Background: an optimization exercise with open tools, aiming at small area. Do not read the settings as production practice.
In this exercise RTL edits were held to simulation tests only and were not proved equivalent to the original.
Power is estimated from default activity; no workload was simulated.

==> design/flow/design.v <==
`timescale 1ns/100ps
`default_nettype none
module convert_hex_to_seven_segment (
	input logic [3:0] hex_value,
	output logic [6:0] converted_value
);
always_comb begin
	case(hex_value)
		4'h1: converted_value = 7'b1111001;
		4'h2: converted_value = 7'b0100100;
		4'h3: converted_value = 7'b0110000;
		4'h4: converted_value = 7'b0011001;
		4'h5: converted_value = 7'b0010010;
		4'h6: converted_value = 7'b0000010;
		4'h7: converted_value = 7'b1111000;
		4'h8: converted_value = 7'b0000000;
		4'h9: converted_value = 7'b0011000;
		4'ha: converted_value = 7'b0001000;
		4'hb: converted_value = 7'b0000011;
		4'hc: converted_value = 7'b1000110;
		4'hd: converted_value = 7'b0100001;
		4'he: converted_value = 7'b0000110;
		4'hf: converted_value = 7'b0001110;
		4'h0: converted_value = 7'b1000000;
	endcase
end
endmodule
`timescale 1ns/100ps
`default_nettype none
module exercise2 (
		input logic CLOCK_50_I,                    
		input logic[3:0] PUSH_BUTTON_I,            
		input logic[17:0] SWITCH_I,                
		output logic[13:0] SEVEN_SEGMENT_N_O,      
		output logic[8:0] LED_GREEN_O              
);
logic resetn;
logic [4:0] clock_div_count;
logic clock_1kHz, clock_1kHz_buf;
logic [11:0] clock_1Hz_div_count;
logic clock_1Hz, clock_1Hz_buf;
logic [9:0] debounce_shift_reg [3:0];
logic [3:0] push_button_status, push_button_status_buf;
logic [3:0] led_green;
logic [7:0] counter;
logic [6:0] value_7_segment0, value_7_segment1;
logic stop_count;
logic direction;
assign resetn = ~SWITCH_I[17];
always_ff @ (posedge CLOCK_50_I or negedge resetn) begin
	if (resetn == 1'b0) begin
		clock_div_count <= 5'h00;
	end else begin
		if (clock_div_count < 'd24) begin
			clock_div_count <= clock_div_count + 5'd1;
		end else 
			clock_div_count <= 5'h00;		
	end
end
always_ff @ (posedge CLOCK_50_I or negedge resetn) begin
	if (resetn == 1'b0) begin
		clock_1kHz <= 1'b1;
	end else begin
		if (clock_div_count == 'd0) clock_1kHz <= ~clock_1kHz;
	end
end
always_ff @ (posedge CLOCK_50_I or negedge resetn) begin
	if (resetn == 1'b0) begin
		clock_1kHz_buf <= 1'b1;	
	end else begin
		clock_1kHz_buf <= clock_1kHz;
	end
end
always_ff @ (posedge CLOCK_50_I or negedge resetn) begin
	if (resetn == 1'b0) begin
		clock_1Hz_div_count <= 12'h000;
	end else begin
		if (clock_1Hz_div_count < 'd2499) begin
			clock_1Hz_div_count <= clock_1Hz_div_count + 12'd1;
		end else 
			clock_1Hz_div_count <= 12'h000;		
	end
end
always_ff @ (posedge CLOCK_50_I or negedge resetn) begin
	if (resetn == 1'b0) begin
		clock_1Hz <= 1'b1;
	end else begin
		if (clock_1Hz_div_count == 'd0) clock_1Hz <= ~clock_1Hz;
	end
end
always_ff @ (posedge CLOCK_50_I or negedge resetn) begin
	if (resetn == 1'b0) begin
		clock_1Hz_buf <= 1'b1;	
	end else begin
		clock_1Hz_buf <= clock_1Hz;
	end
end
always_ff @ (posedge CLOCK_50_I or negedge resetn) begin
	if (resetn == 1'b0) begin
		debounce_shift_reg[0] <= 10'd0;
		debounce_shift_reg[1] <= 10'd0;
		debounce_shift_reg[2] <= 10'd0;
		debounce_shift_reg[3] <= 10'd0;						
	end else begin
		if (clock_1kHz_buf == 1'b0 && clock_1kHz == 1'b1) begin
			debounce_shift_reg[0] <= {debounce_shift_reg[0][8:0], ~PUSH_BUTTON_I[0]};
			debounce_shift_reg[1] <= {debounce_shift_reg[1][8:0], ~PUSH_BUTTON_I[1]};
			debounce_shift_reg[2] <= {debounce_shift_reg[2][8:0], ~PUSH_BUTTON_I[2]};
			debounce_shift_reg[3] <= {debounce_shift_reg[3][8:0], ~PUSH_BUTTON_I[3]};									
		end
	end
end
always_ff @ (posedge CLOCK_50_I or negedge resetn) begin
	if (resetn == 1'b0) begin
		push_button_status <= 4'h0;
		push_button_status_buf <= 4'h0;
	end else begin
		push_button_status_buf <= push_button_status;
		push_button_status[0] <= |debounce_shift_reg[0];
		push_button_status[1] <= |debounce_shift_reg[1];
		push_button_status[2] <= |debounce_shift_reg[2];
		push_button_status[3] <= |debounce_shift_reg[3];						
	end
end
always_ff @ (posedge CLOCK_50_I or negedge resetn) begin
	if (resetn == 1'b0) begin
		led_green <= 4'h0;
		stop_count <= 1'b0;
		direction <= 1'b0;
	end else begin
		if (((counter[7:4] == 4'd5) && (counter[3:0] == 4'd9) && (direction == 1'b0)) ||
			((counter[7:4] == 4'd0) && (counter[3:0] == 4'd0) && (direction == 1'b1)))
			stop_count <= 1'b1;
		if (push_button_status_buf[0] == 1'b0 && push_button_status[0] == 1'b1) begin
			led_green[0] <= ~led_green[0];		
			stop_count <= ~stop_count;
			if ((counter[7:4] == 4'd5) && (counter[3:0] == 4'd9) && (direction == 1'b0))
				direction <= 1'b1;
			if ((counter[7:4] == 4'd0) && (counter[3:0] == 4'd0) && (direction == 1'b1))
				direction <= 1'b0;
		end
		if (push_button_status_buf[1] == 1'b0 && push_button_status[1] == 1'b1) begin
			led_green[1] <= ~led_green[1];
			if (!(((counter[7:4] == 4'd5) && (counter[3:0] == 4'd9)) ||
				((counter[7:4] == 4'd0) && (counter[3:0] == 4'd0))))
				direction <= 1'b0;
		end
		if (push_button_status_buf[2] == 1'b0 && push_button_status[2] == 1'b1) begin
			led_green[2] <= ~led_green[2];		
			if (!(((counter[7:4] == 4'd5) && (counter[3:0] == 4'd9)) ||
				((counter[7:4] == 4'd0) && (counter[3:0] == 4'd0))))
				direction <= 1'b1;
		end
		if (push_button_status_buf[3] == 1'b0 && push_button_status[3] == 1'b1) 
			led_green[3] <= ~led_green[3];
	end
end
always_ff @ (posedge CLOCK_50_I or negedge resetn) begin
	if (resetn == 1'b0) begin
		counter <= 8'h00;
	end else begin
		if (clock_1Hz_buf == 1'b0 && clock_1Hz == 1'b1) begin
			if (stop_count == 1'b0) begin
				if (direction == 1'b0) begin
					counter[3:0] <= counter[3:0] + 4'd1;
					if (counter[3:0] == 4'd9) begin
						counter[3:0] <= 4'd0;
						counter[7:4] <= counter[7:4] + 4'd1;
						if (counter[7:4] == 4'd5) begin
							counter[7:4] <= 4'd0;
						end
					end
				end else begin
					counter[3:0] <= counter[3:0] - 4'd1;
					if (counter[3:0] == 4'd0) begin
						counter[3:0] <= 4'd9;
						counter[7:4] <= counter[7:4] - 4'd1;
						if (counter[7:4] == 4'd0) begin
							counter[7:4] <= 4'd5;
						end
					end
				end
			end
		end
	end
end
convert_hex_to_seven_segment unit0 (
	.hex_value(counter[3:0]), 
	.converted_value(value_7_segment0)
);
convert_hex_to_seven_segment unit1 (
	.hex_value(counter[7:4]), 
	.converted_value(value_7_segment1)
);
assign	SEVEN_SEGMENT_N_O[6:0]   = value_7_segment0,
		SEVEN_SEGMENT_N_O[13:7]  = value_7_segment1;
assign LED_GREEN_O = {1'b0, 
						~PUSH_BUTTON_I[3], led_green[3], 
						~PUSH_BUTTON_I[2], led_green[2], 
						~PUSH_BUTTON_I[1], led_green[1], 
						~PUSH_BUTTON_I[0], led_green[0]};
endmodule
==> design/flow/run.sh <==
#!/bin/bash
# synth_recipe.tcl (not shown) runs the flow's synth.tcl, then flattens the netlist and writes it again
# the make line also repeats each setting of config.mk as NAME=value (left out here)
make -C /OpenROAD-flow-scripts/flow DESIGN_CONFIG=/design/flow/config.mk WORK_HOME=/design/flow/orfs CLKGATE_MAP_FILE= SYNTH_SCRIPT=/design/flow/synth_recipe.tcl finish
==> design/flow/config.mk <==
export PLATFORM = sky130hd
export DESIGN_NAME = exercise2
export DESIGN_NICKNAME = exercise2
export VERILOG_FILES = /design/flow/design.v
export SDC_FILE = /design/flow/constraint.sdc
export NUM_CORES = 4
export LEC_CHECK = 0
export CAP_MARGIN = 20
export CORE_MARGIN = 2
export CORE_UTILIZATION = 40
export SLEW_MARGIN = 20
==> design/flow/constraint.sdc <==
create_clock -name core_clock -period 5.0 [get_ports {CLOCK_50_I}]
set_input_delay 1.0000 -clock core_clock [delete_from_list [all_inputs] [get_ports {CLOCK_50_I}]]
set_output_delay 1.0000 -clock core_clock [all_outputs]
set_load 0.01 [all_outputs]
==> results of run 1 <==
[stage by stage]
step	worst slack (ps)	util (%)	power (mW)	hold slack (ps)	instances
after floorplan	1870	-	0.700	347	378
after global placement	1960	45.1	0.712	357	520
after detailed placement	1910	45.1	0.712	367	520
after CTS	1520	47.0	1.17	385	535
after global routing	1410	47.0	1.20	396	535
final	1560	47.0	1.15	383	535
[synthesized netlist by cell type, types with 2 or more instances]
library cell	number	share of area, %
nand2_1	16	1.5
a22o_1	2	0.43
ha_1	14	4.3
nand3b_1	5	0.92
buf_1	4	0.37
nor3_1	6	0.74
nor2_1	37	3.4
nand4_1	3	0.46
dfstp_2	4	2.6
a211o_1	2	0.43
mux2i_1	7	1.7
nand2b_1	7	1.1
mux2_2	37	10
dfrtp_1	79	49
or3b_2	4	0.86
o41ai_1	2	0.43
nor4_1	8	1.2
nor3b_1	2	0.37
a21oi_1	19	2.3
xor2_1	6	1.3
o31ai_1	3	0.55
o21ai_1	2	0.25
o21ai_0	19	2.3
clkbuf_1	13	1.2
a2111oi_0	2	0.43
inv_1	16	1.5
xnor2_1	10	2.2
nand3_1	16	2.0
nor2b_1	9	1.4
[routing by layer]
| layer | wire length (um) | part of all wire, % |
|---|---|---|
| met1 | 3240 | 48 |
| met2 | 3160 | 47 |
| met3 | 234 | 3.5 |
| met4 | 96 | 1.4 |
| met5 | 0 | 0 |
[area by class of cell]
class	count	share of cell area (%)
Timing Repair Buffer	28	6.02
Clock buffer	10	2.76
Tap cell	133	3.60
Multi-Input combinational cell	260	40.0
Inverter	16	1.36
Clock inverter	5	1.19
Sequential cell	83	45.1
[logic make-up (layout without fill, tap and decap cells)]
group                    Yosys count  count (layout)  synth area share [%]
flip-flops                        83              83                  51.2
AO/OA/AOI/OAI                     65              65                  10.1
AND/OR/NAND/NOR                  119             119                  15.1
adder cells (fa/ha/maj)           14              14                  4.31
XOR/XNOR                          16              16                  3.44
buffers and inverters             35              59                  3.51
other                              1               1                0.0922
multiplexers                      45              45                  12.2
[power by group]
group / switching (mW) / internal [mW] / total, mW / leakage (nW)
Sequential: 0.00142 / 0.672 / 0.674 / 1.02
Clock: 0.223 / 0.226 / 0.449 / 0.0881
Combinational: 0.0157 / 0.00762 / 0.0234 / 0.849
Total: 0.240 / 0.906 / 1.15 / 1.96
[how the worst min path moves through the flow]
stage / startpoint / to / slack, ps / depth (start not counted)
6_report: push_button_status[1] / push_button_status_buf[1] / 380 / 0
5_1_grt: clock_1kHz / clock_1kHz_buf / 400 / 0
4_1_cts: push_button_status[3] / push_button_status_buf[3] / 390 / 0
3_5_place_dp: push_button_status[0] / push_button_status_buf[0] / 370 / 0
3_3_place_gp: push_button_status[0] / push_button_status_buf[0] / 360 / 0
2_1_floorplan: push_button_status[0] / push_button_status_buf[0] / 350 / 0
==> flow_metrics.env, run 1 <==
export IMPL_grt_max_degree=63
export IMPL_synth_edf_count=0
export IMPL_status="no timing/DRC/antenna violations"
export IMPL_drcViolationCount=0
export IMPL_grt_total_usage_pct=13.3
export IMPL_min_period_ps=3440
export IMPL_setup_violations=0
export IMPL_cap_violations=0
export IMPL_drt_wl_total_mm=6.73
export IMPL_hpwlAfterDp_mm=4.50
export IMPL_yosysSeqAreaShare_pct=51.2
export IMPL_avgSynthCellArea_sq_um=10.8
export IMPL_via_per_inst=5.16
export IMPL_htree_levels=3
export IMPL_initial_core_util_pct=41.4
export IMPL_drive_gt1_share_pct=15.7
export IMPL_port_buffers=27
export IMPL_final_cell_mix="dfrtp_1, mux2_2, nor2_1, clkdlybuf4s50_1"
export IMPL_crit_slowest_cell="clkdlybuf4s50_1"
export IMPL_synthCells=378
export IMPL_critPathMaxStageDelay_ps=570
export IMPL_max_freq_mhz=291
export IMPL_design_area_sq_um=4620
export IMPL_fillCellCount=943
export IMPL_post_route_period_util_pct=68.8
export IMPL_r2r_slack_ps=2850
export IMPL_rsz0062_at_grt="no"
export IMPL_cts_resized=0
export IMPL_crit_start="counter[5]"
export IMPL_placed_area_sq_um=4430
export IMPL_synth_distinct_cells=53
export IMPL_grt_first_pass_wirelength_mm=12.2
export IMPL_slew_violations=0
export IMPL_power_density_nw_per_um2=248
export IMPL_synth_async_reset_ratio_pct=100
export IMPL_io_pins=46
export IMPL_core_sq_um=9820
export IMPL_antenna_found_initial=0
export IMPL_die_area_sq_um=11000
export IMPL_cp_cell_sequence="inv_1, ha_1, nor2b_1, or3b_2, o31ai_1, clkdlybuf4s50_1"
export IMPL_largest_reg_flops=40
export IMPL_overflow=0
export IMPL_gp_congestion=0.757
export IMPL_syn_area_sq_um=4070
export IMPL_fp_dieW_um=105
export IMPL_nNetsFinal=435
export IMPL_cp_max_fo=8
export IMPL_cp_end_kind="output pin"
export IMPL_crit_path_end="SEVEN_SEGMENT_N_O[7]"
export IMPL_use_met1_pct=16.9
export IMPL_start_kind="flop"
export IMPL_gr_usage_met2_pct=22.4
export IMPL_ir_drop_uv=209
export IMPL_worstSetupPathType="reg -> out"
export IMPL_grt_busiest_layer="met2"
export IMPL_grt_pass1_vias=2751
export IMPL_ys_flop_type="dfrtp_1"
export IMPL_tritoncts="built"
export IMPL_cp_num_cells=6
export IMPL_ys_warnings_count=3
export IMPL_hp_class="reg -> reg"
export IMPL_rr_endpoint="counter[5]"
export IMPL_numCtsBuffers=9
export IMPL_vias=2759
export IMPL_worstSkewPairLatency_ps=340
export IMPL_skew_ps=9.34
export IMPL_layout_commonest_cell="dfrtp_1"
export IMPL_area_growth_pct=13.5
export IMPL_cts_hold_buf=0
export IMPL_path_clk_slew_ps=80
export IMPL_p_leak_nw=1.96
export IMPL_worst_r2r_path_depth=6
export IMPL_cp_buffers_inverters=2
export IMPL_die_y_um=105
export IMPL_cts_buffer_depth=2
export IMPL_ant_nets=0
export IMPL_syn_nets=415
export IMPL_drt_initial_drc_count=160
export IMPL_root_buffer="clkbuf_8"
export IMPL_crit_family="buffers and inverters"
export IMPL_seq_area_sq_um=2080
export IMPL_worst_ep_arrival_time_ps=2440
export IMPL_r2r_start="counter[4]"
export IMPL_setup_tns_ps=0
export IMPL_first_pass_iters=4
export IMPL_grt_use_met3_pct=2.25
export IMPL_ys_ff_latch=83
export IMPL_diodes=0
export IMPL_cts_sinks=83
export IMPL_wire_per_inst_um=12.6
export IMPL_relSlewSlack_pct=35.1
export IMPL_rows=36
export IMPL_post_cts_buffers=0
export IMPL_tightest_slew_ps=974
export IMPL_cp_data_required_time_ps=4000
export IMPL_finalHoldViolations=0
export IMPL_multi_input_area_sq_um=1850
==> inputs of run 2 (changes only) <==
==> design/flow/design.v (replaced) <==
`timescale 1ns/100ps
`default_nettype none
module convert_hex_to_seven_segment (
	input logic [3:0] hex_value,
	output logic [6:0] converted_value
);
always_comb begin
	case(hex_value)
		4'h1: converted_value = 7'b1111001;
		4'h2: converted_value = 7'b0100100;
		4'h3: converted_value = 7'b0110000;
		4'h4: converted_value = 7'b0011001;
		4'h5: converted_value = 7'b0010010;
		4'h6: converted_value = 7'b0000010;
		4'h7: converted_value = 7'b1111000;
		4'h8: converted_value = 7'b0000000;
		4'h9: converted_value = 7'b0011000;
		4'ha: converted_value = 7'b0001000;
		4'hb: converted_value = 7'b0000011;
		4'hc: converted_value = 7'b1000110;
		4'hd: converted_value = 7'b0100001;
		4'he: converted_value = 7'b0000110;
		4'hf: converted_value = 7'b0001110;
		4'h0: converted_value = 7'b1000000;
	endcase
end
endmodule
`timescale 1ns/100ps
`default_nettype none
module exercise2 (
		input logic CLOCK_50_I,
		input logic[3:0] PUSH_BUTTON_I,
		input logic[17:0] SWITCH_I,
		output logic[13:0] SEVEN_SEGMENT_N_O,
		output logic[8:0] LED_GREEN_O
);
localparam logic [3:0] PEND = 4'd15;
logic resetn;
logic [5:0] lo;
logic [6:0] hi;
logic [3:0] deb [3:0];
logic [3:0] led_green;
logic [3:0] units;
logic [2:0] tens;
logic stop_count, direction;
logic sample_tick, event_slot, count_tick;
logic [3:0] press;
logic at59, at00, at_limit;
assign resetn = ~SWITCH_I[17];
assign sample_tick = (lo == 6'd26);
assign event_slot  = (lo == 6'd28);
assign count_tick  = (hi == 7'd50) && (lo == 6'd1);
always_ff @ (posedge CLOCK_50_I or negedge resetn) begin
	if (resetn == 1'b0) begin
		lo <= 6'd0;
		hi <= 7'd0;
	end else begin
		if (lo == 6'd49) begin
			lo <= 6'd0;
			hi <= (hi == 7'd99) ? 7'd0 : hi + 7'd1;
		end else
			lo <= lo + 6'd1;
	end
end
genvar gi;
generate
for (gi = 0; gi < 4; gi = gi + 1) begin : g_deb
	always_ff @ (posedge CLOCK_50_I or negedge resetn) begin
		if (resetn == 1'b0) begin
			deb[gi] <= 4'd0;
		end else if (sample_tick) begin
			if (~PUSH_BUTTON_I[gi])
				deb[gi] <= (deb[gi] == 4'd0) ? PEND : 4'd10;
			else if (deb[gi] == PEND)
				deb[gi] <= 4'd9;
			else if (deb[gi] != 4'd0)
				deb[gi] <= deb[gi] - 4'd1;
		end
	end
	assign press[gi] = event_slot && (deb[gi] == PEND);
end
endgenerate
assign at59 = (tens == 3'd5) && (units == 4'd9);
assign at00 = (tens == 3'd0) && (units == 4'd0);
assign at_limit = (at59 && !direction) || (at00 && direction);
always_ff @ (posedge CLOCK_50_I or negedge resetn) begin
	if (resetn == 1'b0) begin
		led_green <= 4'h0;
		stop_count <= 1'b0;
		direction <= 1'b0;
	end else begin
		led_green <= led_green ^ press;
		if (press[0])
			stop_count <= ~stop_count;
		else if (at_limit)
			stop_count <= 1'b1;
		if (press[0] && at_limit)
			direction <= ~direction;
		if (!(at59 || at00)) begin
			if (press[2])
				direction <= 1'b1;
			else if (press[1])
				direction <= 1'b0;
		end
	end
end
always_ff @ (posedge CLOCK_50_I or negedge resetn) begin
	if (resetn == 1'b0) begin
		units <= 4'd0;
		tens <= 3'd0;
	end else if (count_tick && !stop_count) begin
		if (!direction) begin
			if (units == 4'd9) begin
				units <= 4'd0;
				tens <= (tens == 3'd5) ? 3'd0 : tens + 3'd1;
			end else
				units <= units + 4'd1;
		end else begin
			if (units == 4'd0) begin
				units <= 4'd9;
				tens <= (tens == 3'd0) ? 3'd5 : tens - 3'd1;
			end else
				units <= units - 4'd1;
		end
	end
end
convert_hex_to_seven_segment unit0 (
	.hex_value(units),
	.converted_value(SEVEN_SEGMENT_N_O[6:0])
);
convert_hex_to_seven_segment unit1 (
	.hex_value({1'b0, tens}),
	.converted_value(SEVEN_SEGMENT_N_O[13:7])
);
assign LED_GREEN_O = {1'b0,
						~PUSH_BUTTON_I[3], led_green[3],
						~PUSH_BUTTON_I[2], led_green[2],
						~PUSH_BUTTON_I[1], led_green[1],
						~PUSH_BUTTON_I[0], led_green[0]};
endmodule
--- a/design/flow/config.mk
+++ b/design/flow/config.mk
@@ -5,6 +5,7 @@
 export SDC_FILE = /design/flow/constraint.sdc
 export NUM_CORES = 4
 export LEC_CHECK = 0
+export ABC_AREA = 1
 export CAP_MARGIN = 20
 export CORE_MARGIN = 2
 export CORE_UTILIZATION = 40
==> run 2 against run 1 <==
Compared with the run above: routed wire length down 13%; still clean on timing, DRC and antenna; flip-flop and latch count down 41; core utilization up 0.15 points; non-clock buffer count unchanged; final cell count up 2.6%; highest routed layer unchanged; sequential power down 48%; largest power group unchanged; clock skew down 0.70 ps; via count down 3.0%; design area down 26%; clock power down 49%.
==> flow_metrics.env, run 2 <==
export IMPL_post_cts_buffers=0
export IMPL_p_int_mw=0.472
export IMPL_grt_total_usage_pct=15.3
export IMPL_critPathMaxStageDelay_ps=520
export IMPL_diodes=0
export IMPL_rows=31
export IMPL_area_growth_pct=15.3
export IMPL_p_leak_nw=1.68
export IMPL_worst_slack_ps=1700
export IMPL_fp_dieW_um=89.9
export IMPL_final_cell_mix="nand2_1, inv_1, nor2_1, dfrtp_1, o21ai_0"
export IMPL_finalHoldViolations=0
export IMPL_synth_distinct_cells=33
export IMPL_cp_end_kind="output pin"
export IMPL_ys_flop_type="dfrtp_1"
export IMPL_grt_max_degree=24
export IMPL_io_pins=46
export IMPL_clkPwrFrac_pct=37.1
export IMPL_hold_path_depth=1
export IMPL_synthCells=420
export IMPL_setup_violations=0
export IMPL_ys_warnings_count=3
export IMPL_cp_data_required_time_ps=4000
export IMPL_cts_resized=0
export IMPL_grt_busiest_layer="met2"
export IMPL_synthTopCellsByArea="dfrtp_1, nand2_1, ha_1, inv_1, o21ai_0"
export IMPL_p_comb_share_pct=6.2
export IMPL_port_buffers=27
export IMPL_synth_top_area_share_pct=35.6
export IMPL_drt_initial_drc_count=135
export IMPL_worstSkewPairLatency_ps=300
export IMPL_yosysSeqAreaShare_pct=35.6
export IMPL_initial_core_util_pct=40.9
export IMPL_yosysMostFrequentCell="nand2_1"
export IMPL_vias=2677
export IMPL_report_power_total_mw=0.619
export IMPL_cts_sinks=42
export IMPL_grt_use_met3_pct=2.60
export IMPL_root_buffer="clkbuf_8"
export IMPL_seqPwrFrac_pct=56.7
export IMPL_synth_edf_count=0
export IMPL_worst_ep_arrival_time_ps=2300
export IMPL_path_clk_slew_ps=80
export IMPL_wire_per_inst_um=10.7
export IMPL_status="no timing/DRC/antenna violations"
export IMPL_largest_reg_flops=16
export IMPL_cts_hold_buf=0
export IMPL_syn_nets=461
export IMPL_post_route_period_util_pct=66.1
export IMPL_tightest_slew_ps=869
export IMPL_cp_cell_sequence="inv_1, ha_1, or2_2, a21oi_1, a31o_2, clkdlybuf4s50_1"
export IMPL_synth_async_reset_ratio_pct=100
export IMPL_drt_wl_total_mm=5.87
export IMPL_ys_ff_latch=42
export IMPL_swShare_pct=23.8
export IMPL_max_freq_mhz=303
export IMPL_hpwlAfterDp_mm=4.46
export IMPL_gr_usage_met2_pct=27.1
export IMPL_hp_class="reg -> reg"
export IMPL_overflow=0
export IMPL_cp_max_fo=8
export IMPL_numCtsBuffers=5
export IMPL_grt_first_pass_wirelength_mm=10.5
export IMPL_cts_buffer_depth=2
export IMPL_min_period_ps=3300
export IMPL_synth_area_leader_cell="dfrtp_1"
export IMPL_rsz0062_at_grt="no"
export IMPL_nNetsFinal=490
export IMPL_first_pass_iters=4
export IMPL_layout_commonest_cell="nand2_1"
export IMPL_syn_area_sq_um=2950
export IMPL_slew_violations=0
export IMPL_dpl_worst_slack_ps=1850
export IMPL_worst_r2r_path_depth=6
export IMPL_core_sq_um=7210
export IMPL_power_density_nw_per_um2=182
export IMPL_worst_hold_slack_ps=468
export IMPL_use_met1_pct=19.4
export IMPL_synth_common_cells="nand2_1, inv_1, nor2_1"
export IMPL_start_kind="flop"
export IMPL_tritoncts="built"
export IMPL_relSlewSlack_pct=42.0
export IMPL_die_y_um=89.9
export IMPL_antenna_found_initial=0
export IMPL_worstSetupPathType="reg -> out"
export IMPL_via_per_inst=4.88
export IMPL_avgSynthCellArea_sq_um=7.03
export IMPL_htree_levels=2
export IMPL_gp_congestion=0.802
export IMPL_crit_slowest_cell="clkdlybuf4s50_1"
export IMPL_setup_tns_ps=0
export IMPL_grt_pass1_vias=2488
export IMPL_drive_gt1_share_pct=7.78
export IMPL_switchingPower_mw=0.147
export IMPL_cap_violations=0
export IMPL_die_area_sq_um=8080
export IMPL_drcViolationCount=0
export IMPL_ir_drop_uv=115
export IMPL_ant_nets=0
export IMPL_skew_ps=8.64
run 2: final cells by class:
cell class,count,area (sq um)
clock buffers,6,82.6
clock inverters,2,12.5
fillers,784,3810
inverters,64,241
multi-input cells,308,1610
flip-flops and latches,42,1050
well taps,99,124
repair buffers,28,278
run 2: routing by layer:
metal  wire, um  vias to the layer above
li1           -                     1409
met1       2890                     1210
met2       2710                       52
met3        197                        6
met4         65                        0
met5          0                        -
run 2: kinds of logic after synthesis:
family	count (synthesis)	share of synthesized area [%]
xor gates and xnor gates	7	2.08
and+or+nand+nor	211	31.8
DFF	42	35.6
other	1	0.127
buffers and inverters	70	9.71
AOI/OAI and AO/OA	71	13.1
adders and majority gates	18	7.63
run 2: per-stage QoR:
stage / instance area (sq um) / utilization, % / std cells
6_report: 3400 / 47.2 / 549
5_1_grt: 3400 / 47.2 / 549
4_1_cts: 3400 / 47.2 / 549
3_5_place_dp: 3310 / 45.9 / 541
3_3_place_gp: 3310 / 45.9 / 541
2_1_floorplan: 2950 / - / 420
run 2: final timing paths:
check	from	endpoint	slack [ps]
hold reg to reg	led_green[0]	led_green[0]	470
hold / removal	led_green[0]	led_green[0]	470
setup reg to reg	lo[1]	hi[3]	3210
max in group asynchronous	SWITCH_I[17]	tens[0]	3040
setup / recovery	units[0]	SEVEN_SEGMENT_N_O[5]	1700
min in group asynchronous	SWITCH_I[17]	deb[1][1]	1180
run 2: power groups by stage:
| stage | Combinational (mW) | Clock (mW) | Sequential [mW] |
|---|---|---|---|
| 3_3_place_gp | 0.0388 | 0 | 0.358 |
| 6_report | 0.0381 | 0.230 | 0.351 |
| 3_5_place_dp | 0.0389 | 0 | 0.358 |
| 5_1_grt | 0.0445 | 0.256 | 0.352 |
| 2_1_floorplan | 0.0238 | 0 | 0.357 |
| 4_1_cts | 0.0390 | 0.241 | 0.351 |
run 2: worst max-delay path: cells and delay by family (launching register included):
kind                       cells  cell delay [ps]
AOI/OAI and AO/OA              2              270
and+or+nand+nor                1              280
adders and majority gates      1              240
DFF                            1              500
buffers and inverters          2              710
==> inputs of run 3 (changes only) <==
--- a/design/flow/config.mk
+++ b/design/flow/config.mk
@@ -5,7 +5,6 @@
 export SDC_FILE = /design/flow/constraint.sdc
 export NUM_CORES = 4
 export LEC_CHECK = 0
-export ABC_AREA = 1
 export CAP_MARGIN = 20
 export CORE_MARGIN = 2
 export CORE_UTILIZATION = 40
==> run 3 against run 2 <==
Compared with the run above: still clean; register-to-register slack got worse by 780 ps; synthesized cell count decreased by 19%; clock-buffer cell count unchanged; clock power about the same; maximum frequency increased by 3.1%; via count decreased by 7.6%; global-route usage decreased by 0.38 points; area after synthesis increased by 1.5%; die area increased by 1.4%; non-clock buffer count unchanged; critical path type is now in -> out.
==> flow_metrics.env, run 3 <==
export IMPL_synthAdderAreaFrac_pct=7.52
export IMPL_path_clk_slew_ps=80
export IMPL_power_density_nw_per_um2=183
export IMPL_cts_resized=0
export IMPL_cp_buffers_inverters=3
export IMPL_cp_end_kind="output pin"
export IMPL_status="no timing/DRC/antenna violations"
export IMPL_hp_class="reg -> reg"
export IMPL_gp_congestion=0.815
export IMPL_worstSetupPathType="in -> out"
export IMPL_vias=2474
export IMPL_max_freq_mhz=312
export IMPL_worst_r2r_path_depth=6
export IMPL_synth_distinct_cells=66
export IMPL_via_per_inst=5.46
export IMPL_ys_ff_latch=42
export IMPL_syn_nets=383
export IMPL_synth_top_area_share_pct=35.1
export IMPL_io_pins=46
export IMPL_numCtsBuffers=5
export IMPL_synth_area_leader_cell="dfrtp_1"
export IMPL_r2r_slack_ps=2430
export IMPL_grt_total_usage_pct=15.0
export IMPL_syn_area_sq_um=3000
export IMPL_tritoncts="built"
export IMPL_synth_edf_count=0
export IMPL_ir_drop_uv=83.4
export IMPL_fp_dieW_um=90.5
export IMPL_hpwlAfterDp_mm=4.26
export IMPL_wire_per_inst_um=13.4
export IMPL_drcViolationCount=0
export IMPL_htree_levels=2
export IMPL_final_cell_mix="dfrtp_1, clkdlybuf4s50_1, o21ai_0, nor2_1, nand2_1"
export IMPL_rsz0062_at_grt="no"
export IMPL_cts_hold_buf=0
export IMPL_rr_endpoint="deb[2][3]"
export IMPL_layout_commonest_cell="dfrtp_1"
export IMPL_worst_ep_arrival_time_ps=2200
export IMPL_first_pass_iters=4
export IMPL_hold_path_depth=1
export IMPL_synth_simple_gate_area_share_pct=23.3
export IMPL_synthCells=342
export IMPL_drt_initial_drc_count=115
export IMPL_synth_top_family_by_area="simple AND/OR/NAND/NOR gates"
export IMPL_relSlewSlack_pct=54.8
export IMPL_yosysSeqAreaShare_pct=35.1
export IMPL_worstSkewPairLatency_ps=290
export IMPL_grt_max_degree=43
export IMPL_cp_cell_sequence="clkdlybuf4s50_1, inv_1, clkdlybuf4s50_1"
export IMPL_report_power_total_mw=0.618
export IMPL_tightest_slew_ps=678
export IMPL_synth_common_cells="dfrtp_1, o21ai_0, nor2_1"
export IMPL_cp_max_fo=6
export IMPL_area_growth_pct=13.0
export IMPL_antenna_found_initial=0
export IMPL_path_common_cell="clkdlybuf4s50_1"
export IMPL_crit_slowest_cell="clkdlybuf4s50_1"
export IMPL_post_route_period_util_pct=64.1
export IMPL_whs_endpoint="led_green[0]"
export IMPL_synthMuxAreaShare_pct=3.76
export IMPL_synthTopCellsByArea="dfrtp_1, ha_1, o21ai_0, nor2_1, mux2i_1"
export IMPL_ys_flop_type="dfrtp_1"
export IMPL_critPathMaxStageDelay_ps=540
export IMPL_r2r_start="lo[0]"
export IMPL_p_leak_nw=1.40
export IMPL_initial_core_util_pct=41.3
export IMPL_crit_family="buffers and inverters"
export IMPL_overflow=0
export IMPL_largest_reg_flops=16
export IMPL_slew_violations=0
export IMPL_drt_wl_total_mm=6.07
export IMPL_rows=31
export IMPL_finalHoldViolations=0
export IMPL_grt_pass1_vias=2281
export IMPL_drive_gt1_share_pct=6.21
export IMPL_skew_ps=8.39
export IMPL_cts_sinks=42
export IMPL_yosysMostFrequentCell="dfrtp_1"
export IMPL_post_cts_buffers=0
export IMPL_synth_compound_area_share_pct=20.1
export IMPL_min_period_ps=3200
export IMPL_setup_tns_ps=0
export IMPL_cap_violations=0
export IMPL_start_kind="input pin"
export IMPL_ant_nets=0
export IMPL_ys_warnings_count=3
export IMPL_nNetsFinal=394
export IMPL_core_sq_um=7250
export IMPL_root_buffer="clkbuf_8"
export IMPL_die_area_sq_um=8200
export IMPL_grt_first_pass_wirelength_mm=10.3
export IMPL_setup_violations=0
export IMPL_port_buffers=27
export IMPL_synth_async_reset_ratio_pct=100
export IMPL_avgSynthCellArea_sq_um=8.76
export IMPL_cp_data_required_time_ps=4000
export IMPL_synth_xor_area_share_pct=3.80
export IMPL_die_y_um=90.5
export IMPL_min_delay_start="led_green[0]"
export IMPL_diodes=0
export IMPL_cts_buffer_depth=2
[run 3: worst max path at each step]
stage	startpoint	end	slack [ps]	cells after the start
6_report	PUSH_BUTTON_I[1]	LED_GREEN_O[3]	1800	3
5_1_grt	units[0]	SEVEN_SEGMENT_N_O[1]	1600	6
4_1_cts	units[0]	SEVEN_SEGMENT_N_O[1]	1760	6
3_5_place_dp	PUSH_BUTTON_I[1]	LED_GREEN_O[3]	1810	3
3_3_place_gp	PUSH_BUTTON_I[1]	LED_GREEN_O[3]	1810	3
2_1_floorplan	PUSH_BUTTON_I[0]	LED_GREEN_O[1]	2680	2
[run 3: per-stage QoR]
step | hold slack [ps] | setup WS [ps] | cell area (sq um) | util (%) | cells
floorplan | 445 | 2680 | 3000 | - | 342
global placement | 460 | 1810 | 3290 | 45.4 | 445
detailed placement | 463 | 1810 | 3290 | 45.4 | 445
CTS | 475 | 1760 | 3380 | 46.7 | 453
global route | 498 | 1600 | 3380 | 46.7 | 453
finish | 468 | 1800 | 3380 | 46.7 | 453
[run 3: cells by family after synthesis]
kind of cell             count (synthesis)
AO/OA/AOI/OAI                           86
XOR/XNOR                                13
adder cells (fa/ha/maj)                 18
buffers and inverters                   46
flip-flops                              42
multiplexers                            11
other                                    1
AND/OR/NAND/NOR                        125
[run 3: area by class of cell]
type | count | area [sq um]
Clock buffer | 6 | 82.6
Clock inverter | 2 | 12.5
Fill cell | 739 | 3870
Inverter | 22 | 82.6
Multi-Input combinational cell | 254 | 1750
Sequential cell | 42 | 1050
Tap cell | 99 | 124
Timing Repair Buffer | 28 | 278
[run 3: layer usage]
layer  wire length [um]  vias up  track usage [%]
li1                   -     1262                -
met1               3010     1168             20.5
met2               2790       42             24.3
met3                230        2             2.59
met4                 27        0             3.97
met5                  0        -                0
[run 3: report_power, final]
group          total, mW  switching [mW]  internal (mW)
sequential         0.352         0.00820          0.344
combinational     0.0326          0.0176         0.0149
clock              0.233           0.122          0.111
==> inputs of run 4 (changes only) <==
==> design/flow/flow/run.sh (new file) <==
#!/bin/bash
# Own layout flow: the standard ORFS flow with three changes that only
# affect how the layout is built:
#  * synthesis is the standard one (synth_recipe.tcl, same registers, names and
#    flip-flop cells) except that ABC maps the combinational logic with an
#    area-oriented script (flow/area.abc);
#  * port buffers are sky130_fd_sc_hd__buf_1 instead of the default pick;
#  * clock tree synthesis uses small clock buffers and no dummy loads.
# Every tool's full output goes to a log file in the work folder.
set -euo pipefail
W=$(pwd)
F=$W/flow
cp standard.sh flow_standard_copy.log
# synthesis script: synth_recipe.tcl with ORFS's synth.tcl replaced by a copy
# whose ABC step uses flow/area.abc
sed -e "s|^source \$::env(SCRIPTS_DIR)/synth_preamble.tcl|&\nset abc_args [lreplace \$abc_args 1 1 $F/area.abc]|" \
    "$FLOW_HOME/scripts/synth.tcl" > "$W/own_synth_core.tcl"
sed -e "s|\$::env(SCRIPTS_DIR)/synth.tcl|$W/own_synth_core.tcl|" synth_recipe.tcl > "$W/own_synth.tcl"
grep -q "area.abc" "$W/own_synth_core.tcl"
grep -q "own_synth_core" "$W/own_synth.tcl"
export BUFFER_PORTS_ARGS="-buffer_cell sky130_fd_sc_hd__buf_1"
export CTS_ARGS="$(cat $F/cts_args.txt)"
bash standard.sh SYNTH_SCRIPT="$W/own_synth.tcl" finish > "$W/flow_make.log" 2>&1
test -f out/final.def
==> design/flow/flow/area.abc (new file) <==
strash
&get -n
&deepsyn -T 20
&put
&get -n
&dch -f
&nf -a -R 1000
&put
topo
==> design/flow/flow/cts_args.txt (new file) <==
-sink_clustering_enable -repair_clock_nets -dont_use_dummy_load -root_buf sky130_fd_sc_hd__clkbuf_8 -buf_list sky130_fd_sc_hd__clkbuf_8 -sink_clustering_size 50 -sink_clustering_max_diameter 200
==> design/flow/standard.sh (new file) <==
#!/bin/bash
# synth_recipe.tcl (not shown) runs the flow's synth.tcl, then flattens the netlist and writes it again
# the make line also repeats each setting of config.mk as NAME=value (left out here)
make -C /OpenROAD-flow-scripts/flow DESIGN_CONFIG=/design/flow/config.mk WORK_HOME=/design/flow/orfs CLKGATE_MAP_FILE= SYNTH_SCRIPT=/design/flow/synth_recipe.tcl "${@:-finish}"
removed: design/flow/run.sh
==> run 4 against run 3 <==
Compared with the run above: sequential power about the same; still clean on timing, DRC and antenna; maximum frequency is 10% higher; routed wire length shrank 21%; largest power group unchanged.
==> flow_metrics.env, run 4 <==
export IMPL_swShare_pct=22.2
export IMPL_ys_warnings_count=3
export IMPL_drive_gt1_share_pct=2.22
export IMPL_path_common_cell="a21oi_1"
export IMPL_die_y_um=82.3
export IMPL_crit_slowest_cell="dfrtp_1"
export IMPL_synth_common_cells="dfrtp_1, nand2_1, nor2_1"
export IMPL_layout_commonest_cell="dfrtp_1"
export IMPL_via_per_inst=5.14
export IMPL_ant_nets=0
export IMPL_synth_edf_count=0
export IMPL_fillCellCount=597
export IMPL_slew_violations=0
export IMPL_p_comb_share_pct=4.5
export IMPL_p_int_mw=0.445
export IMPL_skew_ps=9.27
export IMPL_io_pins=46
export IMPL_grt_pass1_vias=1767
export IMPL_drt_wl_total_mm=4.77
export IMPL_synth_distinct_cells=37
export IMPL_tightest_slew_ps=676
export IMPL_cp_end_kind="output pin"
export IMPL_cp_buffers_inverters=2
export IMPL_gp_congestion=0.760
export IMPL_critPathMaxStageDelay_ps=470
export IMPL_synthTopCellsByArea="dfrtp_1, ha_1, o21ai_0, nand2_1, nor2_1"
export IMPL_finalHoldViolations=0
export IMPL_cts_buffer_depth=2
export IMPL_use_met1_pct=21.8
export IMPL_syn_area_sq_um=2450
export IMPL_grt_max_degree=43
export IMPL_path_clk_slew_ps=70
export IMPL_worst_ep_arrival_time_ps=1910
export IMPL_antenna_found_initial=0
export IMPL_synth_area_leader_cell="dfrtp_1"
export IMPL_grt_first_pass_wirelength_mm=8.13
export IMPL_worst_r2r_path_depth=5
export IMPL_overflow=0
export IMPL_cts_hold_buf=0
export IMPL_cp_max_fo=7
export IMPL_first_pass_iters=4
export IMPL_cts_sinks=42
export IMPL_post_cts_buffers=0
export IMPL_die_area_sq_um=6770
export IMPL_ys_flop_type="dfrtp_1"
export IMPL_worstSkewPairLatency_ps=280
export IMPL_setup_tns_ps=0
export IMPL_fp_dieW_um=82.3
export IMPL_rsz0062_at_grt="no"
export IMPL_synthCells=283
export IMPL_synth_async_reset_ratio_pct=100
export IMPL_htree_levels=2
export IMPL_start_kind="flop"
export IMPL_yosysSeqAreaShare_pct=42.9
export IMPL_drt_initial_drc_count=98
export IMPL_hold_path_depth=1
export IMPL_syn_nets=324
export IMPL_yosysMostFrequentCell="dfrtp_1"
export IMPL_diodes=0
export IMPL_max_freq_mhz=344
export IMPL_r2r_start="lo[4]"
export IMPL_r2r_slack_ps=2740
export IMPL_min_delay_start="led_green[3]"
export IMPL_cp_data_required_time_ps=4000
export IMPL_hpwlAfterDp_mm=3.39
export IMPL_rows=28
export IMPL_initial_core_util_pct=41.4
export IMPL_hp_class="reg -> reg"
export IMPL_min_period_ps=2910
export IMPL_worst_hold_slack_ps=468
export IMPL_relSlewSlack_pct=54.7
export IMPL_area_growth_pct=11.1
export IMPL_vias=2011
export IMPL_switchingPower_mw=0.127
export IMPL_setup_violations=0
export IMPL_port_buffers=27
export IMPL_crit_family="flip-flops"
export IMPL_power_density_nw_per_um2=210
export IMPL_grt_busiest_layer="met2"
export IMPL_grt_total_usage_pct=15.3
export IMPL_numCtsBuffers=5
export IMPL_whs_endpoint="led_green[3]"
export IMPL_drcViolationCount=0
export IMPL_core_sq_um=5920
export IMPL_final_cell_mix="dfrtp_1, nand2_1, nor2_1, o21ai_0, buf_1"
export IMPL_cap_violations=0
export IMPL_root_buffer="clkbuf_8"
export IMPL_nNetsFinal=359
export IMPL_clkPwrFrac_pct=33.6
export IMPL_grt_use_met3_pct=2.93
export IMPL_largest_reg_flops=16
export IMPL_synth_top_area_share_pct=42.9
export IMPL_gr_usage_met2_pct=23.8
export IMPL_rr_endpoint="deb[3][3]"
export IMPL_tritoncts="built"
export IMPL_ir_drop_uv=125
export IMPL_seqPwrFrac_pct=61.8
export IMPL_worstSetupPathType="reg -> out"
export IMPL_ys_ff_latch=42
export IMPL_avgSynthCellArea_sq_um=8.66
export IMPL_cp_cell_sequence="clkinv_1, ha_1, o21ai_0, a21oi_1, a21oi_1, buf_1"
export IMPL_status="no timing/DRC/antenna violations"
export IMPL_cts_resized=0
export IMPL_wire_per_inst_um=12.2
export IMPL_p_leak_nw=1.19
export IMPL_post_route_period_util_pct=58.2
run 4: worst max path at each step:
stage | from | endpoint | slack (ps) | cells after the start
floorplan | units[0] | SEVEN_SEGMENT_N_O[3] | 2620 | 5
finish | units[0] | SEVEN_SEGMENT_N_O[3] | 2090 | 6
global placement | units[0] | SEVEN_SEGMENT_N_O[3] | 2370 | 6
global route | units[0] | SEVEN_SEGMENT_N_O[3] | 1850 | 6
CTS | units[0] | SEVEN_SEGMENT_N_O[3] | 2080 | 6
detailed placement | units[0] | SEVEN_SEGMENT_N_O[3] | 2400 | 6
run 4: stage by stage:
| step | total power, mW | cells | cell area (sq um) | setup WS, ps | util (%) |
|---|---|---|---|---|---|
| 3_5_place_dp | 0.387 | 386 | 2650 | 2400 | 44.8 |
| 6_report | 0.571 | 391 | 2720 | 2090 | 46.0 |
| 3_3_place_gp | 0.386 | 386 | 2650 | 2370 | 44.8 |
| 2_1_floorplan | 0.376 | 283 | 2450 | 2620 | - |
| 5_1_grt | 0.602 | 391 | 2720 | 1850 | 46.0 |
| 4_1_cts | 0.584 | 391 | 2720 | 2080 | 46.0 |
run 4: layer usage:
| metal | up-vias | part of all wire (%) |
|---|---|---|
| li1 | 1070 | - |
| met1 | 904 | 52 |
| met2 | 32 | 43 |
| met3 | 5 | 3.4 |
| met4 | 0 | 1.1 |
| met5 | - | 0 |
run 4: power by group through the flow:
stage	Combinational [mW]	Clock, mW	Sequential [mW]
after floorplan	0.0179	0	0.358
after global placement	0.0262	0	0.360
after detailed placement	0.0269	0	0.360
after CTS	0.0269	0.205	0.353
after global routing	0.0310	0.216	0.355
final	0.0259	0.192	0.353
run 4: cell families after synthesis:
logic type	after synthesis	synth area share, %
simple gates	117	22.3
fa+ha+maj	18	9.19
xor+xnor	14	5.01
compound gates	74	17.7
buf+inv	17	2.76
flops	42	42.9
other cells	1	0.153
run 4: area by class of cell:
cell class	instances	area, sq um	share of cell area [%]
Multi-Input combinational cell	224	1330	48.9
Sequential cell	42	1050	38.6
Timing Repair Buffer	29	116	4.28
Tap cell	75	93.8	3.45
Clock buffer	5	68.8	2.53
Inverter	16	60.1	2.21
==> inputs of run 5 (changes only) <==
--- a/design/flow/design.v
+++ b/design/flow/design.v
@@ -4,26 +4,29 @@
 	input logic [3:0] hex_value,
 	output logic [6:0] converted_value
 );
-always_comb begin
-	case(hex_value)
-		4'h1: converted_value = 7'b1111001;
-		4'h2: converted_value = 7'b0100100;
-		4'h3: converted_value = 7'b0110000;
-		4'h4: converted_value = 7'b0011001;
-		4'h5: converted_value = 7'b0010010;
-		4'h6: converted_value = 7'b0000010;
-		4'h7: converted_value = 7'b1111000;
-		4'h8: converted_value = 7'b0000000;
-		4'h9: converted_value = 7'b0011000;
-		4'ha: converted_value = 7'b0001000;
-		4'hb: converted_value = 7'b0000011;
-		4'hc: converted_value = 7'b1000110;
-		4'hd: converted_value = 7'b0100001;
-		4'he: converted_value = 7'b0000110;
-		4'hf: converted_value = 7'b0001110;
-		4'h0: converted_value = 7'b1000000;
-	endcase
-end
+logic [3:0] u;
+assign u = hex_value;
+assign converted_value[0] = ~(u[3] | u[1]) & (u[2] ^ u[0]);                    
+assign converted_value[1] = u[2] & (u[1] ^ u[0]);                               
+assign converted_value[2] = ~u[2] & u[1] & ~u[0];                               
+assign converted_value[3] = u[2] ? ~(u[1] ^ u[0]) : (~u[1] & u[0]);             
+assign converted_value[4] = u[0] | (u[2] & ~u[1]);                              
+assign converted_value[5] = ~u[3] & ((~u[2] & (u[1] | u[0])) | (u[1] & u[0]));  
+assign converted_value[6] = ~u[3] & ((~u[2] & ~u[1]) | (u[2] & u[1] & u[0]));  
+endmodule
+module convert_tens_to_seven_segment (
+	input logic [2:0] tens_value,
+	output logic [6:0] converted_value
+);
+logic [2:0] t;
+assign t = tens_value;
+assign converted_value[0] = ~t[1] & (t[2] ^ t[0]);    
+assign converted_value[1] = t[2] & t[0];              
+assign converted_value[2] = t[1] & ~t[0];             
+assign converted_value[3] = ~t[1] & (t[2] ^ t[0]);    
+assign converted_value[4] = t[2] | t[0];              
+assign converted_value[5] = ~t[2] & (t[1] | t[0]);    
+assign converted_value[6] = ~t[2] & ~t[1];            
 endmodule
 `timescale 1ns/100ps
 `default_nettype none
@@ -35,6 +38,10 @@
 		output logic[8:0] LED_GREEN_O
 );
 localparam logic [3:0] PEND = 4'd15;
+localparam logic [15:0] LO_F = 16'd40290;    
+localparam logic [5:0]  LO_RESET = 6'd34;
+localparam logic [15:0] HI_F = 16'd14790;    
+localparam logic [6:0]  HI_RESET = 7'd33;
 logic resetn;
 logic [5:0] lo;
 logic [6:0] hi;
@@ -47,19 +54,17 @@
 logic [3:0] press;
 logic at59, at00, at_limit;
 assign resetn = ~SWITCH_I[17];
-assign sample_tick = (lo == 6'd26);
-assign event_slot  = (lo == 6'd28);
-assign count_tick  = (hi == 7'd50) && (lo == 6'd1);
+assign sample_tick = (lo & 6'b101011) == 6'b000000;
+assign event_slot  = (lo & 6'b101110) == 6'b000000;
+assign count_tick  = ((lo & 6'b111010) == 6'b000000) && ((hi & 7'b1111010) == 7'b0110000);
 always_ff @ (posedge CLOCK_50_I or negedge resetn) begin
 	if (resetn == 1'b0) begin
-		lo <= 6'd0;
-		hi <= 7'd0;
+		lo <= LO_RESET;
+		hi <= HI_RESET;
 	end else begin
-		if (lo == 6'd49) begin
-			lo <= 6'd0;
-			hi <= (hi == 7'd99) ? 7'd0 : hi + 7'd1;
-		end else
-			lo <= lo + 6'd1;
+		lo <= {lo[4:0], LO_F[{lo[5], lo[3], lo[1], lo[0]}]};
+		if (sample_tick)
+			hi <= {hi[5:0], HI_F[{hi[6], hi[4], hi[1], hi[0]}]};
 	end
 end
 genvar gi;
@@ -128,8 +133,8 @@
 	.hex_value(units),
 	.converted_value(SEVEN_SEGMENT_N_O[6:0])
 );
-convert_hex_to_seven_segment unit1 (
-	.hex_value({1'b0, tens}),
+convert_tens_to_seven_segment unit1 (
+	.tens_value(tens),
 	.converted_value(SEVEN_SEGMENT_N_O[13:7])
 );
 assign LED_GREEN_O = {1'b0,
==> design/flow/flow/run.sh (replaced) <==
#!/bin/bash
# Own layout flow: the standard ORFS flow (standard.sh) with changes that
# only affect how the layout is built, not what it is measured against:
#  * synthesis is the standard one (synth_recipe.tcl: same registers, names and
#    flip-flop cells), except that adders are not pre-mapped to ha/fa cells
#    and ABC maps the combinational logic with an area script (flow/area.abc);
#  * port buffers are sky130_fd_sc_hd__buf_1;
#  * clock tree synthesis uses the arguments in flow/cts_args.txt.
# Each tool's full output is kept in the ORFS logs and in flow_make.log.
set -euo pipefail
W=$(pwd)
F=$W/flow
cp standard.sh flow_standard_copy.log
sed -e "s|^source \$::env(SCRIPTS_DIR)/synth_preamble.tcl|&\nset abc_args [lreplace \$abc_args 1 1 $F/area.abc]|" \
    "$FLOW_HOME/scripts/synth.tcl" > "$W/own_synth_core.tcl"
sed -e "s|\$::env(SCRIPTS_DIR)/synth.tcl|$W/own_synth_core.tcl|" synth_recipe.tcl > "$W/own_synth.tcl"
grep -q "area.abc" "$W/own_synth_core.tcl"
grep -q "own_synth_core" "$W/own_synth.tcl"
export BUFFER_PORTS_ARGS="-buffer_cell sky130_fd_sc_hd__buf_1"
export CTS_ARGS="$(cat $F/cts_args.txt)"
bash standard.sh SYNTH_SCRIPT="$W/own_synth.tcl" ADDER_MAP_FILE= finish > "$W/flow_make.log" 2>&1
test -f out/final.def
==> design/flow/flow/area.abc (replaced) <==
strash
&get -n
&deepsyn -I 4 -J 50
&put
&get -n
&dch -f
&nf -a -R 1000
&put
topo
==> design/flow/flow/cts_args.txt (replaced) <==
-sink_clustering_enable -repair_clock_nets -dont_use_dummy_load -root_buf sky130_fd_sc_hd__clkbuf_8 -buf_list sky130_fd_sc_hd__clkbuf_8
==> run 5 against run 4 <==
Compared with the run above: die area decreased by 18%; largest power group unchanged; global-route usage increased by 0.34 points; first-iteration DRC count decreased by 61%; combinational power increased to 6.1 times the previous value; still clean; design area is 18% lower; flip-flop and latch count is the same.
==> flow_metrics.env, run 5 <==
export IMPL_ant_nets=0
export IMPL_wire_per_inst_um=11.7
export IMPL_grt_total_usage_pct=15.6
export IMPL_first_pass_iters=4
export IMPL_ys_flop_type="dfrtp_1"
export IMPL_numCtsBuffers=5
export IMPL_setup_violations=0
export IMPL_relSlewSlack_pct=32.1
export IMPL_avgSynthCellArea_sq_um=9.22
export IMPL_htree_levels=2
export IMPL_dp_cells=310
export IMPL_die_area_sq_um=5540
export IMPL_hp_class="reg -> reg"
export IMPL_status="no timing/DRC/antenna violations"
export IMPL_multi_input_area_sq_um=878
export IMPL_cap_violations=0
export IMPL_worst_ep_arrival_time_ps=1680
export IMPL_synthCells=215
export IMPL_max_freq_mhz=373
export IMPL_seq_area_sq_um=1060
export IMPL_syn_area_sq_um=1980
export IMPL_tritoncts="built"
export IMPL_cp_data_required_time_ps=4000
export IMPL_via_per_inst=5.19
export IMPL_p_int_mw=0.562
export IMPL_gp_congestion=0.769
export IMPL_cts_resized=0
export IMPL_ys_ff_latch=42
export IMPL_nNetsFinal=273
export IMPL_cts_sinks=42
export IMPL_final_cell_mix="nor2_1, dfrtp_1, buf_1, nand2_1, o21ai_0"
export IMPL_fp_dieW_um=74.4
export IMPL_drt_initial_drc_count=38
export IMPL_synth_edf_count=0
export IMPL_p_leak_nw=1.04
export IMPL_syn_nets=238
export IMPL_drcViolationCount=0
export IMPL_cts_buffer_depth=2
export IMPL_cp_end_kind="output pin"
export IMPL_vias=1634
export IMPL_swShare_pct=30.8
export IMPL_largest_reg_flops=16
export IMPL_slew_violations=0
export IMPL_die_y_um=74.4
export IMPL_area_growth_pct=13.2
export IMPL_design_area_sq_um=2240
export IMPL_switchingPower_mw=0.250
export IMPL_final_util_pct=47.2
export IMPL_drt_wl_total_mm=3.69
export IMPL_core_sq_um=4750
export IMPL_hpwlAfterDp_mm=2.57
export IMPL_synth_top_area_share_pct=47.9
export IMPL_final_cells=315
export IMPL_ys_warnings_count=2
export IMPL_p_comb_share_pct=19.4
export IMPL_drive_gt1_share_pct=4.84
export IMPL_post_route_period_util_pct=53.6
export IMPL_rsz0062_at_grt="no"
export IMPL_initial_core_util_pct=41.7
export IMPL_worstSkewPairLatency_ps=280
export IMPL_finalHoldViolations=0
export IMPL_skew_ps=8.52
export IMPL_path_clk_slew_ps=70
export IMPL_synthTopCellsByArea="dfrtp_1, nor2_1, dfstp_2, nand2_1, o21ai_0"
export IMPL_placed_area_sq_um=2180
export IMPL_clkPwrFrac_pct=23.5
export IMPL_ir_drop_uv=184
export IMPL_root_buffer="clkbuf_8"
export IMPL_overflow=0
export IMPL_setup_tns_ps=0
export IMPL_port_buffers=27
export IMPL_io_pins=46
export IMPL_grt_pass1_vias=1484
export IMPL_grt_max_degree=43
export IMPL_cts_hold_buf=0
export IMPL_start_kind="flop"
export IMPL_diodes=0
export IMPL_cp_max_fo=12
export IMPL_power_density_nw_per_um2=362
export IMPL_yosysSeqAreaShare_pct=53.2
export IMPL_seqPwrFrac_pct=57.1
export IMPL_rows=25
export IMPL_synth_distinct_cells=34
export IMPL_tightest_slew_ps=1010
export IMPL_synth_async_reset_ratio_pct=100
export IMPL_antenna_found_initial=0
export IMPL_post_cts_buffers=0
export IMPL_synth_area_leader_cell="dfrtp_1"
export IMPL_synth_common_cells="dfrtp_1, nor2_1, nand2_1"
export IMPL_min_period_ps=2680
export IMPL_fillCellCount=491
export IMPL_worstSetupPathType="reg -> out"
export IMPL_grt_first_pass_wirelength_mm=6.60
run 5: cell count changes in the layout (fill, tap and decap cells not counted), moves of 6 or more:
| cell | change |
|---|---|
| nand3_1 | -7 |
| a21oi_1 | -7 |
| nand4_1 | -6 |
| clkinv_1 | -7 |
| ha_1 | -18 |
| nand2_1 | -13 |
| o21ai_0 | -13 |
run 5: area by class of cell:
type	count	share of cell area, %
clock buffers	5	3.07
multi-input cells	162	39.1
inverters	9	1.51
repair buffers	30	5.52
well taps	67	3.73
flip-flops and latches	42	47.0
run 5: per-layer routing:
layer | routed length [um] | share of wire (%) | GRT usage (%)
met3 | 176 | 4.8 | 4.47
met1 | 1820 | 49 | 20.3
met5 | 0 | 0 | 0
met2 | 1630 | 44 | 24.4
met4 | 59 | 1.6 | 6.94
run 5: critical path, stage by stage, from the launching register on:
cell      delay, ps
dfrtp_1         580
nand2_1         160
nand2_1         140
o221ai_1        180
nor3_1          170
buf_1           170
run 5: power groups by stage:
| stage | clock (mW) | combinational [mW] | sequential (mW) |
|---|---|---|---|
| after floorplan | 0 | 0.116 | 0.464 |
| after global placement | 0 | 0.154 | 0.469 |
| after detailed placement | 0 | 0.157 | 0.470 |
| after CTS | 0.202 | 0.159 | 0.463 |
| after global routing | 0.216 | 0.182 | 0.478 |
| final | 0.191 | 0.158 | 0.464 |
run 5: cells by family (layout without fill, tap and decap cells):
| group | count (synthesis) | count (layout) | synth area share [%] |
|---|---|---|---|
| AOI/OAI and AO/OA | 45 | 45 | 13.5 |
| xor gates and xnor gates | 14 | 14 | 6.18 |
| buffers and inverters | 11 | 44 | 2.46 |
| DFF | 42 | 42 | 53.2 |
| muxes | 2 | 2 | 1.14 |
| other | 1 | 1 | 0.189 |
| and+or+nand+nor | 100 | 100 | 23.3 |
run 5: per-stage QoR:
stage          setup slack (ps)  total power [mW]  hold slack, ps
6_report                   2320             0.813             386
5_1_grt                    2160             0.875             408
4_1_cts                    2310             0.825             394
3_5_place_dp               2620             0.627             379
3_3_place_gp               2620             0.623             365
2_1_floorplan              2780             0.580             354
run 5: path summary, 6_finish.rpt:
path | from | to | slack (ps) | cells after the start
setup / recovery | units[0] | SEVEN_SEGMENT_N_O[0] | 2320 | 5
hold / removal | lo[2] | lo[3] | 390 | 0
hold reg to reg | lo[2] | lo[3] | 390 | 0
setup reg to reg | hi[5] | tens[1] | 2620 | 6
max in group asynchronous | SWITCH_I[17] | deb[2][3] | 3830 | 3
min in group asynchronous | SWITCH_I[17] | lo[4] | 800 | 3
==> inputs of run 6 (changes only) <==
==> design/flow/flow/cts_args.txt (replaced) <==
-sink_clustering_enable -repair_clock_nets -dont_use_dummy_load -root_buf sky130_fd_sc_hd__clkbuf_4 -buf_list sky130_fd_sc_hd__clkbuf_4
--- a/design/flow/config.mk
+++ b/design/flow/config.mk
@@ -7,5 +7,5 @@
 export LEC_CHECK = 0
 export CAP_MARGIN = 20
 export CORE_MARGIN = 2
-export CORE_UTILIZATION = 40
+export CORE_UTILIZATION = 60
 export SLEW_MARGIN = 20
==> run 6 against run 5 <==
Compared with the run above: still clean; final cell count decreased by 7.6%; clock power decreased by 26%; via count decreased by 0.86%; combinational power about the same; critical path type unchanged; critical endpoint unchanged.
==> flow_metrics.env, run 6 <==
export IMPL_cp_end_kind="output pin"
export IMPL_ant_nets=0
export IMPL_port_buffers=27
export IMPL_start_kind="flop"
export IMPL_diodes=0
export IMPL_skew_ps=9.48
export IMPL_synthAdderAreaFrac_pct=0
export IMPL_r2r_slack_ps=2610
export IMPL_path_common_cell="nand2_1"
export IMPL_synth_compound_area_share_pct=13.5
export IMPL_syn_nets=238
export IMPL_grt_pass1_vias=1499
export IMPL_critPathMaxStageDelay_ps=590
export IMPL_post_cts_buffers=0
export IMPL_status="no timing/DRC/antenna violations"
export IMPL_rows=20
export IMPL_gp_congestion=0.794
export IMPL_hp_class="reg -> reg"
export IMPL_synthCells=215
export IMPL_tightest_slew_ps=854
export IMPL_cts_buffer_depth=2
export IMPL_synth_edf_count=0
export IMPL_nNetsFinal=272
export IMPL_ys_warnings_count=2
export IMPL_first_pass_iters=4
export IMPL_setup_violations=0
export IMPL_wire_per_inst_um=13.3
export IMPL_ir_drop_uv=271
export IMPL_final_cell_mix="nor2_1, dfrtp_1, buf_1, nand2_1, o21ai_0"
export IMPL_fillCellCount=258
export IMPL_fp_dieW_um=61.5
export IMPL_design_area_sq_um=2180
export IMPL_avgSynthCellArea_sq_um=9.22
export IMPL_drt_initial_drc_count=59
export IMPL_vias=1620
export IMPL_grt_first_pass_wirelength_mm=6.35
export IMPL_largest_reg_flops=16
export IMPL_placed_area_sq_um=2140
export IMPL_htree_levels=2
export IMPL_yosysSeqAreaShare_pct=53.2
export IMPL_synth_xor_area_share_pct=6.18
export IMPL_relSlewSlack_pct=42.6
export IMPL_worstSkewPairLatency_ps=340
export IMPL_syn_area_sq_um=1980
export IMPL_cts_sinks=42
export IMPL_synth_common_cells="dfrtp_1, nor2_1, nand2_1"
export IMPL_worst_r2r_path_depth=6
export IMPL_grt_max_degree=43
export IMPL_cap_violations=0
export IMPL_root_buffer="clkbuf_4"
export IMPL_r2r_start="hi[5]"
export IMPL_antenna_found_initial=0
export IMPL_rr_endpoint="tens[1]"
export IMPL_cts_resized=0
export IMPL_synth_top_area_share_pct=47.9
export IMPL_cp_cell_sequence="nand2_1, nand2_1, o221ai_1, nor3_1, buf_1"
export IMPL_setup_tns_ps=0
export IMPL_worst_hold_slack_ps=396
export IMPL_synth_distinct_cells=34
export IMPL_overflow=0
export IMPL_ys_flop_type="dfrtp_1"
export IMPL_drt_wl_total_mm=3.87
export IMPL_grt_total_usage_pct=23.6
export IMPL_crit_start="units[0]"
export IMPL_rsz0062_at_grt="no"
export IMPL_cp_max_fo=12
export IMPL_slew_violations=0
export IMPL_min_period_ps=2780
export IMPL_p_leak_nw=1.02
export IMPL_hpwlAfterDp_mm=2.84
export IMPL_worst_ep_arrival_time_ps=1780
export IMPL_drive_gt1_share_pct=4.45
export IMPL_power_density_nw_per_um2=352
export IMPL_crit_slowest_cell="dfrtp_1"
export IMPL_initial_core_util_pct=63.9
export IMPL_max_freq_mhz=360
export IMPL_hold_path_depth=0
export IMPL_synth_simple_gate_area_share_pct=23.3
export IMPL_drcViolationCount=0
export IMPL_synth_top_family_by_area="simple AND/OR/NAND/NOR gates"
export IMPL_synthMuxAreaShare_pct=1.14
export IMPL_min_delay_start="lo[2]"
export IMPL_cts_hold_buf=0
export IMPL_worstSetupPathType="reg -> out"
export IMPL_path_clk_slew_ps=110
export IMPL_die_area_sq_um=3780
export IMPL_ys_ff_latch=42
export IMPL_post_route_period_util_pct=55.5
export IMPL_area_growth_pct=9.78
export IMPL_tritoncts="built"
export IMPL_finalHoldViolations=0
export IMPL_io_pins=46
export IMPL_die_y_um=61.5
export IMPL_synth_async_reset_ratio_pct=100
export IMPL_whs_endpoint="lo[3]"
export IMPL_synth_area_leader_cell="dfrtp_1"
export IMPL_synthTopCellsByArea="dfrtp_1, nor2_1, dfstp_2, nand2_1, o21ai_0"
export IMPL_cp_data_required_time_ps=4000
export IMPL_numCtsBuffers=5
export IMPL_core_sq_um=3100
export IMPL_via_per_inst=5.57
## run 6: layer usage
layer	global-route usage, %	routed length [um]
met2	42.7	1980
met4	8.51	56
met3	6.30	149
met5	0	0
met1	26.4	1680
## run 6: where the power goes
group,switching [mW],total (mW),internal (mW)
registers,0.0668,0.465,0.398
clock network,0.0949,0.142,0.0471
logic,0.0858,0.159,0.0736
## run 6: layout make-up
type | instances | area [sq um] | area share (%)
sequential | 42 | 1060 | 48.5
multi-input combinational | 162 | 878 | 40.3
timing repair buffer | 29 | 116 | 5.34
tap | 44 | 55.1 | 2.53
clock buffer | 5 | 37.5 | 1.72
inverter | 9 | 33.8 | 1.55
## run 6: how the worst max path moves through the flow
stage	endpoint	cells past startpoint
CTS	SEVEN_SEGMENT_N_O[0]	5
global route	SEVEN_SEGMENT_N_O[0]	5
detailed placement	LED_GREEN_O[3]	3
floorplan	SEVEN_SEGMENT_N_O[10]	3
global placement	LED_GREEN_O[3]	3
finish	SEVEN_SEGMENT_N_O[0]	5
## run 6: kinds of logic (layout without fill, tap and decap cells)
group                     count (synthesis)  count (layout)
buffers and inverters                    11              43
and+or+nand+nor                         100             100
xor gates and xnor gates                 14              14
DFF                                      42              42
muxes                                     2               2
other                                     1               1
AOI/OAI and AO/OA                        45              45
## run 6: per-stage QoR
stage	instances	setup WS, ps	utilization [%]	power [mW]
after floorplan	215	2780	-	0.580
after global placement	286	2650	69.0	0.616
after detailed placement	286	2610	69.0	0.631
after CTS	291	2210	70.2	0.774
after global routing	291	2060	70.2	0.820
final	291	2220	70.2	0.766
## run 6: worst max-delay path, delay by kind of cell (launching register included)
family | cells | cell delay [ps]
buffers and inverters | 1 | 170
AO/OA/AOI/OAI | 1 | 180
AND/OR/NAND/NOR | 3 | 490
flip-flops | 1 | 590

-- static timing again, ports no longer ideal --
How much do the figures lean on ideal ports? The routed layouts below were timed once more, with nothing changed but the port constraints. Step 1 assumes that a clkbuf_16 drives the clock port and a buf_2 every other input. Step 2, shift: input delay + t, output delay - t, t = (earliest + latest rising clock arrival at the registers) / 2. This alone moves slack from input paths to output paths. a / b / c = ideal / step 1 / step 2; a / b = the first two.
run	shift t [ns]	setup WS [ns]	worst setup path at the end	latest minus earliest clock arrival (ns)	slew at the worst register clock pin (ns)
run 1	0.363	1.559 / 1.531 / 1.894	register to output	0.010 / 0.009	0.08 / 0.08
run 2	0.319	1.697 / 1.669 / 1.807	input to output	0.008 / 0.009	0.08 / 0.08
run 3	0.318	1.796 / 1.769 / 1.769	input to output	0.008 / 0.009	0.09 / 0.09
run 4	0.304	2.091 / 2.065 / 2.370	register to output	0.009 / 0.009	0.07 / 0.07
run 5	0.306	2.320 / 2.295 / 2.588	input to output	0.008 / 0.008	0.07 / 0.07
run 6	0.361	2.224 / 2.203 / 2.564	register to output	0.010 / 0.010	0.11 / 0.11
After both steps every run listed still meets setup and hold. The setup slack of run 3, which loses most, moves by -0.027 ns with the drivers and by -0.027 ns with both steps.
